What follows belongs to an exercise in optimizing a design on an open flow for small area and a short achievable clock period; a production flow would make more cautious choices.
Function was checked by simulation only, so behaviour that the tests miss may differ from the original.

Design matrix_multiplication, start of the top module:
module matrix_multiplication (
    input clk,
    input reset,
    input start,
    input [127:0] A,
    input [127:0] B,
    output reg [127:0] C,
    output reg done
);
clock: 11.0 ns
lec_check: 0
cap_margin: 0
core_margin: 2
core_utilization: 50
slew_margin: 0
synth_hierarchical: 1
standard.sh (not shown) runs the stock make flow with config.mk's settings and CLKGATE_MAP_FILE= SYNTH_SCRIPT=/design/flow/synth_recipe.tcl, a recipe that flattens the netlist after the stock synthesis.
==> flow/flow/run.sh <==
#!/bin/bash
# Standard synthesis, then a drive-strength pass on the netlist, then the
# standard layout steps; flow/extra.args holds the make settings for them
# (@HERE@ stands for this work folder).
set -euo pipefail
HERE=$(pwd)
R=$HERE/orfs/results/sky130hd/matrix_multiplication/base
EXTRA=()
if [[ -f flow/extra.args ]]; then
  while read -r line; do [[ -n "$line" ]] && EXTRA+=("${line//@HERE@/$HERE}"); done < flow/extra.args
fi
bash standard.sh synth > "$HERE/log_1_synth.txt" 2>&1
cp "$R/1_2_yosys.v" "$HERE/synth_standard.v"
python3 flow/resize.py "$R/1_2_yosys.v" > "$HERE/log_1_resize.txt" 2>&1
rm -f "$R/1_synth.odb" "$R/1_synth.sdc"
bash standard.sh "${EXTRA[@]}" finish > "$HERE/log_2_layout.txt" 2>&1
==> flow/flow/extra.args <==
DONT_BUFFER_PORTS=1
PRE_GLOBAL_PLACE_TCL=@HERE@/flow/pre_gpl.tcl
POST_GLOBAL_PLACE_TCL=@HERE@/flow/post_gpl.tcl
REMOVE_ABC_BUFFERS=1
SETUP_SLACK_MARGIN=3
SKIP_INCREMENTAL_REPAIR=1
==> flow/flow/post_gpl.tcl <==
# Let the later steps size the port buffers like any other cell.
foreach inst $::my_port_bufs { unset_dont_touch $inst }
==> flow/flow/pre_gpl.tcl <==
# Port buffers: a strong one on each input (the inputs fan out widely) and
# a small one on each output. Synthesis buffers are removed first, as the
# standard step does before it buffers the ports; the port buffers are then
# kept through that step's remove_buffers and freed for sizing afterwards.
remove_buffers
buffer_ports -inputs -buffer_cell sky130_fd_sc_hd__buf_4
buffer_ports -outputs -buffer_cell sky130_fd_sc_hd__buf_1
set ::my_port_bufs {}
foreach inst [get_cells -quiet {input* output*}] {
  lappend ::my_port_bufs $inst
  set_dont_touch $inst
}
puts "port buffers kept: [llength $::my_port_bufs]"
==> flow/flow/resize.py <==
#!/usr/bin/env python3
"""Drive-strength pass on the synthesized netlist: cells that synthesis
picked at a larger drive than their loads need are set to the _1 size.
Only the cell's size changes; its function and pins stay the same."""
import re
import sys

SWAP = {
    'sky130_fd_sc_hd__a22oi_2': 'sky130_fd_sc_hd__a22oi_1',
    'sky130_fd_sc_hd__mux2_2': 'sky130_fd_sc_hd__mux2_1',
    'sky130_fd_sc_hd__a21oi_2': 'sky130_fd_sc_hd__a21oi_1',
}
path = sys.argv[1]
text = open(path).read()
counts = {}


def sub(m):
    counts[m.group(1)] = counts.get(m.group(1), 0) + 1
    return SWAP[m.group(1)] + m.group(2)


pat = re.compile(r'\b(' + '|'.join(re.escape(k) for k in SWAP) + r')(\s+[^\s(]+\s*\()')
text = pat.sub(sub, text)
open(path, 'w').write(text)
for k, v in sorted(counts.items()):
    print(f'{k} -> {SWAP[k]}: {v}')
The starting point completed with no timing, DRC or antenna violations.
Then changed:
--- a/flow/flow/run.sh
+++ b/flow/flow/run.sh
@@ -3,2 +3 @@
-# standard layout steps; flow/extra.args holds the make settings for them
-# (@HERE@ stands for this work folder).
+# standard layout steps with small port buffers.
@@ -10 +9 @@
-  while read -r line; do [[ -n "$line" ]] && EXTRA+=("${line//@HERE@/$HERE}"); done < flow/extra.args
+  while read -r line; do [[ -n "$line" ]] && EXTRA+=("$line"); done < flow/extra.args
==> flow/flow/extra.args (replaced) <==
BUFFER_PORTS_ARGS=-buffer_cell sky130_fd_sc_hd__buf_2
SETUP_SLACK_MARGIN=3
- CAP_MARGIN: 0 -> 20
- CORE_UTILIZATION: 50 -> 40
- SLEW_MARGIN: 0 -> 20
removed: flow/flow/post_gpl.tcl
removed: flow/flow/pre_gpl.tcl
Design area climbs by a little under a tenth.
Synthesized cell count is unchanged.
Wire length went up by roughly a tenth.
Final cell count rises by a little under a tenth.
Then changed:
--- a/flow/flow/run.sh
+++ b/flow/flow/run.sh
@@ -3 +3 @@
-# standard layout steps with small port buffers.
+# standard layout steps; flow/extra.args holds the make settings for them.
Global-route usage is unchanged.
Area after synthesis does not change.
Clock-buffer cell count is unchanged.
Clock skew stays the same.
Then changed:
--- a/flow/flow/run.sh
+++ b/flow/flow/run.sh
@@ -3 +3,2 @@
-# standard layout steps; flow/extra.args holds the make settings for them.
+# standard layout steps; flow/extra.args holds the make settings for them
+# (@HERE@ stands for this work folder).
@@ -9 +10 @@
-  while read -r line; do [[ -n "$line" ]] && EXTRA+=("$line"); done < flow/extra.args
+  while read -r line; do [[ -n "$line" ]] && EXTRA+=("${line//@HERE@/$HERE}"); done < flow/extra.args
==> flow/flow/extra.args (replaced) <==
DONT_BUFFER_PORTS=1
PRE_GLOBAL_PLACE_TCL=@HERE@/flow/pre_gpl.tcl
POST_GLOBAL_PLACE_TCL=@HERE@/flow/post_gpl.tcl
REMOVE_ABC_BUFFERS=1
SETUP_SLACK_MARGIN=2.5
==> flow/flow/post_gpl.tcl (new file) <==
# Let the later steps size the port buffers like any other cell.
foreach inst $::my_port_bufs { unset_dont_touch $inst }
==> flow/flow/pre_gpl.tcl (new file) <==
# Port buffers: a strong one on each input (the inputs fan out widely) and
# a small one on each output. Synthesis buffers are removed first, as the
# standard step does before it buffers the ports; the port buffers are then
# kept through that step's remove_buffers and freed for sizing afterwards.
remove_buffers
buffer_ports -inputs -buffer_cell sky130_fd_sc_hd__buf_4
buffer_ports -outputs -buffer_cell sky130_fd_sc_hd__buf_1
set ::my_port_bufs {}
foreach inst [get_cells -quiet {input* output*}] {
  lappend ::my_port_bufs $inst
  set_dont_touch $inst
}
puts "port buffers kept: [llength $::my_port_bufs]"
- CAP_MARGIN: 20 -> 0
- SLEW_MARGIN: 20 -> 0
What happened: The new run finished clean. Area after synthesis stays the same. Cell area is lower by 6.2%. Count of clock-buffer cells in the layout is unchanged.

---

Setup of run 4:
matrix_multiplication again, from the RTL that the note above started with.
export LEC_CHECK = 0
export CAP_MARGIN = 0
export CORE_MARGIN = 2
export CORE_UTILIZATION = 40
export SLEW_MARGIN = 0
export SYNTH_HIERARCHICAL = 1
create_clock -name core_clock -period 11.0 [get_ports {clk}]
==> flow/flow/run.sh <==
#!/bin/bash
# Standard synthesis, then a drive-strength pass on the netlist, then the
# standard layout steps; flow/extra.args holds the make settings for them
# (@HERE@ stands for this work folder).
set -euo pipefail
HERE=$(pwd)
R=$HERE/orfs/results/sky130hd/matrix_multiplication/base
EXTRA=()
if [[ -f flow/extra.args ]]; then
  while read -r line; do [[ -n "$line" ]] && EXTRA+=("${line//@HERE@/$HERE}"); done < flow/extra.args
fi
bash standard.sh synth > "$HERE/log_1_synth.txt" 2>&1
cp "$R/1_2_yosys.v" "$HERE/synth_standard.v"
python3 flow/resize.py "$R/1_2_yosys.v" > "$HERE/log_1_resize.txt" 2>&1
rm -f "$R/1_synth.odb" "$R/1_synth.sdc"
bash standard.sh "${EXTRA[@]}" finish > "$HERE/log_2_layout.txt" 2>&1
==> flow/flow/extra.args <==
DONT_BUFFER_PORTS=1
PRE_GLOBAL_PLACE_TCL=@HERE@/flow/pre_gpl.tcl
POST_GLOBAL_PLACE_TCL=@HERE@/flow/post_gpl.tcl
REMOVE_ABC_BUFFERS=1
SETUP_SLACK_MARGIN=3
==> flow/flow/post_gpl.tcl <==
# Let the later steps size the port buffers like any other cell.
foreach inst $::my_port_bufs { unset_dont_touch $inst }
==> flow/flow/pre_gpl.tcl <==
# Port buffers: a strong one on each input (the inputs fan out widely) and
# a small one on each output. Synthesis buffers are removed first, as the
# standard step does before it buffers the ports; the port buffers are then
# kept through that step's remove_buffers and freed for sizing afterwards.
remove_buffers
buffer_ports -inputs -buffer_cell sky130_fd_sc_hd__buf_4
buffer_ports -outputs -buffer_cell sky130_fd_sc_hd__buf_1
set ::my_port_bufs {}
foreach inst [get_cells -quiet {input* output*}] {
  lappend ::my_port_bufs $inst
  set_dont_touch $inst
}
puts "port buffers kept: [llength $::my_port_bufs]"
Scripts as last shown in full above: flow/flow/resize.py
Run 4 finished end to end and its layout was clean on timing, DRC and antenna.
What run 5 does differently from run 4 at the input level:
-- flow/flow/run.sh --
<<< run 4, line 3
# standard layout steps; flow/extra.args holds the make settings for them
# (@HERE@ stands for this work folder).
>>> run 5, line 3
# standard layout steps; flow/extra.args holds the make settings for them.
<<< run 4, line 10
  while read -r line; do [[ -n "$line" ]] && EXTRA+=("${line//@HERE@/$HERE}"); done < flow/extra.args
>>> run 5, line 9
  while read -r line; do [[ -n "$line" ]] && EXTRA+=("$line"); done < flow/extra.args
### Flow results
Reported for run 5 and run 4, post-synthesis instance area turned out identical to the last digit.
The flow ended early for run 5: it failed with a tool error in global placement (3_3_place_gp).
Relative to run 4, number of port buffers has decreased by 387 in run 5.
As far as number of rows in the core area goes, run 4 and run 5 are indistinguishable; the numbers are identical.

==> port drivers added, routing unchanged <==
The flow's constraints put no driver on any port. The routed layouts listed below were extracted and timed again, unchanged, in two steps.
Step 1, drivers: a clkbuf_16 drives clk and a buf_2 each remaining input, both assumed.
Step 2 also shifts input and output timing later by t, the mid clock arrival at the registers, as if the neighbouring blocks saw the same clock.
a / b / c = ideal / step 1 / step 2; a / b = the first two.
run | t (ns) | setup slack, ns | hold WS [ns] | clock arrival spread, ns | cell pins on the clock port's net
the first run of note 1 | 0.618 | 2.737 / 2.447 / 1.829 | 0.468 / 0.468 / 0.468 | 0.028 / 0.028 | 1
the second run of note 1 | 0.629 | 2.883 / 2.632 / 2.003 | 0.463 / 0.463 / 0.463 | 0.039 / 0.039 | 1
the third run of note 1 | 0.629 | 2.883 / 2.632 / 2.003 | 0.463 / 0.463 / 0.463 | 0.039 / 0.039 | 1
the fourth run of note 1 | 0.649 | 2.489 / 2.353 / 1.705 | 0.462 / 0.462 / 0.462 | 0.041 / 0.041 | 1
run 4 | 0.641 | 2.878 / 2.603 / 1.963 | 0.463 / 0.463 / 0.463 | 0.040 / 0.041 | 1
After both steps setup and hold are still met in every run listed. For run 4, which loses most, drivers alone change the setup slack by -0.275 ns; drivers and shift together by -0.915 ns.
